From an optimization exercise on the open Yosys and OpenROAD flow, aimed at small area, a short achievable clock period and few clock cycles per item; shortcuts taken in it are not production practice.
RTL that was checked went through simulation tests only; none was proved equivalent to the original.

==> module pipelined_div_radix2, before the edit <==
module pipelined_div_radix2 #(
		parameter COMB_BUSY = 0
	)(
		input wire iCLOCK,
		input wire inRESET,
		input wire iREMOVE,
		output wire oSOURCE_BUSY,
		input wire iSOURCE_VALID,
		input wire iSOURCE_SIGN,
		input wire [31:0] iSOURCE_DIVIDEND,
		input wire [31:0] iSOURCE_DIVISOR,
		input wire iOUT_BUSY,
		output wire oOUT_VALID,
		output wire [31:0] oOUT_DATA_Q,
		output wire [31:0] oOUT_DATA_R
	);
	localparam [2:0] PH_FIRST = 3'd0;
	localparam [2:0] PH_ITER  = 3'd1;
	localparam [2:0] PH_NEG1  = 3'd2;
	localparam [2:0] PH_NEG2  = 3'd3;
	localparam [2:0] PH_PSUB  = 3'd4;
	localparam [2:0] PH_ZERO  = 3'd5;
	reg b_run;
	reg b_valid;
	reg [2:0] b_ph;
	reg b_post;			 
	reg b_an;			 
	reg b_bn;			 
	reg b_cin;			 
	reg [5:0] b_sa;		 
	reg [5:0] b_cnt;	 
	reg [31:0] b_r;		 
	reg [31:0] b_y;		 
	reg [31:0] b_q;		 
	wire accept = iSOURCE_VALID && !oSOURCE_BUSY && !iREMOVE;
	wire src_an = iSOURCE_SIGN && iSOURCE_DIVIDEND[31];
	wire src_bn = iSOURCE_SIGN && iSOURCE_DIVISOR[31];
	function [5:0] func_clz;
		input [31:0] v;
		integer i;
		begin
			func_clz = 6'd32;
			for(i = 0; i < 32; i = i + 1)begin
				if(v[i])begin
					func_clz = 6'd31 - i[5:0];
				end
			end
		end
	endfunction
	wire qn = b_an ^ b_bn;
	wire [5:0] first_d = b_cnt - b_sa;
	wire first_skip = first_d[5];
	wire [4:0] first_j = first_d[4:0];
	wire first_bz = (b_cnt == 6'd32) && !b_bn;
	wire ph_first = (b_ph == PH_FIRST);
	wire ph_iter = (b_ph == PH_ITER);
	wire amt_zero = qn && (ph_first || (b_ph == PH_NEG2));
	wire [4:0] sh_amt = amt_zero? 5'd0 : (ph_first? first_j : b_cnt[4:0]);
	wire [31:0] sh_y = (b_q << sh_amt) ^ {32{!b_bn}};
	wire [32:0] add_s = {1'b0, b_r} + {1'b0, b_y} + {32'd0, b_cin};
	wire step_ok = add_s[32];
	wire last_iter = (b_cnt == 6'd0);
	reg fin;
	always@* begin
		case(b_ph)
			PH_FIRST : fin = first_bz || first_skip;
			PH_ITER  : fin = last_iter && !b_an;
			PH_NEG2  : fin = b_post;
			PH_ZERO  : fin = !b_an;
			default  : fin = 1'b0;
		endcase
	end
	generate
		if(COMB_BUSY)begin : GEN_COMB_BUSY
			assign oSOURCE_BUSY = b_run || (b_valid && iOUT_BUSY);
		end
		else begin : GEN_REG_BUSY
			assign oSOURCE_BUSY = b_run || b_valid;
		end
	endgenerate
	always@(posedge iCLOCK or negedge inRESET)begin
		if(!inRESET)begin
			b_run <= 1'b0;
			b_valid <= 1'b0;
		end
		else if(iREMOVE)begin
			b_run <= 1'b0;
			b_valid <= 1'b0;
		end
		else if(accept)begin
			b_run <= 1'b1;
			b_valid <= 1'b0;
		end
		else if(b_run)begin
			if(fin)begin
				b_run <= 1'b0;
				b_valid <= 1'b1;
			end
		end
		else if(!iOUT_BUSY)begin
			b_valid <= 1'b0;
		end
	end
	always@(posedge iCLOCK)begin
		b_sa <= func_clz(iSOURCE_DIVIDEND);
		case(b_ph)
			PH_FIRST : b_y <= b_an? ~b_r : sh_y;
			PH_NEG1  : b_y <= ~b_r;
			PH_ITER  : b_y <= {1'b1, b_y[31:1]};
			default  : b_y <= sh_y;
		endcase
	end
	always@(posedge iCLOCK)begin
		if(accept)begin
			b_ph <= PH_FIRST;
			b_post <= 1'b0;
			b_an <= src_an;
			b_bn <= src_bn;
			b_cnt <= func_clz((iSOURCE_DIVISOR ^ {32{src_bn}}) | {31'd0, src_bn});
			b_r <= iSOURCE_DIVIDEND;
			b_q <= iSOURCE_DIVISOR;
		end
		else if(b_run)begin
			case(b_ph)
				PH_FIRST : begin
					b_cnt <= {1'b0, first_j};
					b_cin <= !b_bn;
					if(first_bz)begin
						b_q <= {{31{!b_an}}, 1'b1};
					end
					else if(first_skip)begin
						b_q <= 32'd0;
					end
					else if(b_an)begin
						b_cin <= 1'b1;
						b_r <= 32'd0;
						b_ph <= PH_NEG2;
					end
					else if(qn)begin
						b_ph <= PH_PSUB;
					end
					else begin
						b_q <= 32'd0;
						b_ph <= PH_ITER;
					end
				end
				PH_NEG1 : begin
					b_cin <= 1'b1;
					b_r <= 32'd0;
					b_ph <= PH_NEG2;
				end
				PH_NEG2 : begin
					b_r <= add_s[31:0];
					b_cin <= !b_bn;
					if(b_post)begin
						b_ph <= PH_NEG2;
					end
					else if(qn)begin
						b_ph <= PH_PSUB;
					end
					else begin
						b_q <= 32'd0;
						b_ph <= PH_ITER;
					end
				end
				PH_PSUB : begin
					b_q <= 32'hFFFFFFFF;
					if(step_ok)begin
						b_r <= add_s[31:0];
						b_ph <= PH_ITER;
					end
					else begin
						b_ph <= PH_ZERO;
					end
				end
				PH_ZERO : begin
					b_q <= 32'd0;
					b_post <= 1'b1;
					b_ph <= PH_NEG1;
				end
				default : begin
					b_cnt <= b_cnt - 6'd1;
					b_q <= {b_q[30:0], step_ok ^ qn};
					if(step_ok)begin
						b_r <= add_s[31:0];
					end
					if(last_iter)begin
						b_post <= 1'b1;
						b_ph <= PH_NEG1;
					end
				end
			endcase
		end
	end
	assign oOUT_VALID = b_valid;
	assign oOUT_DATA_Q = b_q;
	assign oOUT_DATA_R = b_r;
endmodule
==> flow/config.mk <==
export PLATFORM = sky130hd
export DESIGN_NAME = pipelined_div_radix2
export DESIGN_NICKNAME = pipelined_div_radix2
export VERILOG_FILES = /design/flow/design.v
export SDC_FILE = /design/flow/constraint.sdc
export NUM_CORES = 4
export LEC_CHECK = 0
export CAP_MARGIN = 20
export CORE_MARGIN = 2
export CORE_UTILIZATION = 40
export CTS_BUF_LIST = sky130_fd_sc_hd__clkbuf_4 sky130_fd_sc_hd__clkbuf_8
export SLEW_MARGIN = 20
==> flow/constraint.sdc <==
create_clock -name core_clock -period 10.0 [get_ports {iCLOCK}]
set_input_delay 2.0000 -clock core_clock [delete_from_list [all_inputs] [get_ports {iCLOCK}]]
set_output_delay 2.0000 -clock core_clock [all_outputs]
set_load 0.01 [all_outputs]
standard.sh (not shown) runs the stock make flow with config.mk's settings and CLKGATE_MAP_FILE= SYNTH_SCRIPT=/design/flow/synth_recipe.tcl, a recipe that flattens the netlist after the stock synthesis.
==> flow/flow/run.sh <==
#!/bin/bash
cp standard.sh standard_sh.txt
export SETUP_SLACK_MARGIN=6.4
# Port buffers: the smallest buffer (resizing still upsizes where needed)
export BUFFER_PORTS_ARGS="-buffer_cell sky130_fd_sc_hd__buf_1"
bash standard.sh > standard.log 2>&1
Testbench counts at the start, summed over its fixed seeds: cycles 33,050, items 2,048.
Edit:
--- a/flow/design.v
+++ b/flow/design.v
@@ -104,12 +104,21 @@
 		end
 		else if(!iOUT_BUSY)begin
 			b_valid <= 1'b0;
 		end
 	end
 	always@(posedge iCLOCK)begin
+		if(accept)begin
+			b_cin <= !src_bn;
+		end
+		else if((b_ph == PH_NEG1) || ((b_ph == PH_FIRST) && b_an))begin
+			b_cin <= 1'b1;
+		end
+		else begin
+			b_cin <= !b_bn;
+		end
 		b_sa <= func_clz(iSOURCE_DIVIDEND);
 		case(b_ph)
 			PH_FIRST : b_y <= b_an? ~b_r : sh_y;
 			PH_NEG1  : b_y <= ~b_r;
 			PH_ITER  : b_y <= {1'b1, b_y[31:1]};
 			default  : b_y <= sh_y;
@@ -126,40 +135,36 @@
 			b_q <= iSOURCE_DIVISOR;
 		end
 		else if(b_run)begin
 			case(b_ph)
 				PH_FIRST : begin
 					b_cnt <= {1'b0, first_j};
-					b_cin <= !b_bn;
 					if(first_bz)begin
 						b_q <= {{31{!b_an}}, 1'b1};
 					end
 					else if(first_skip)begin
 						b_q <= 32'd0;
 					end
 					else if(b_an)begin
-						b_cin <= 1'b1;
 						b_r <= 32'd0;
 						b_ph <= PH_NEG2;
 					end
 					else if(qn)begin
 						b_ph <= PH_PSUB;
 					end
 					else begin
 						b_q <= 32'd0;
 						b_ph <= PH_ITER;
 					end
 				end
 				PH_NEG1 : begin
-					b_cin <= 1'b1;
 					b_r <= 32'd0;
 					b_ph <= PH_NEG2;
 				end
 				PH_NEG2 : begin
 					b_r <= add_s[31:0];
-					b_cin <= !b_bn;
 					if(b_post)begin
 						b_ph <= PH_NEG2;
 					end
 					else if(qn)begin
 						b_ph <= PH_PSUB;
 					end
Outcome: The new run completed without violations. Register-to-register slack gains 0.04 ns. Worst setup slack improved by 0.036 ns. Synthesized cell count increases by about 3.6%. Core utilization rose by 2.0 points. Hold slack is better by 0.021 ns. Wire length rises by 7.0%. Clock skew rose by 0.0040 ns. Via count is higher by 3.8%. Die area fell by 0.49%. Maximum frequency came out higher by 1.0%. Sequential cell count is unchanged.
The RTL of the second run of this note was laid out without a check of its function.

==> separate check: timing with driven ports <==
Ports are ideal in the flow. The routed layouts listed here were re-timed in OpenROAD. Step 1 assumes that a clkbuf_16 drives the clock port and a buf_2 every other input. Step 2 moves the port delays by t, midway between the first and last clock arrival at a register: inputs arrive t later, outputs are due t later. That takes back most of the time a late clock gives input paths. Slacks: ideal ports / drivers / drivers and shift; pairs: ideal ports / drivers.
run	shift t [ns]	setup WS [ns]	worst hold slack (ns)	worst slew at a driven data input, ns
the first run	0.502	6.402 / 6.402 / 6.025	0.548 / 0.548 / 0.548	0.03
the second run	0.504	6.438 / 6.441 / 5.940	0.569 / 0.569 / 0.569	0.06
After both steps setup and hold are still met in every run listed. The setup slack of the second run, which loses most, moves by +0.003 ns with the drivers and by -0.498 ns with both steps.
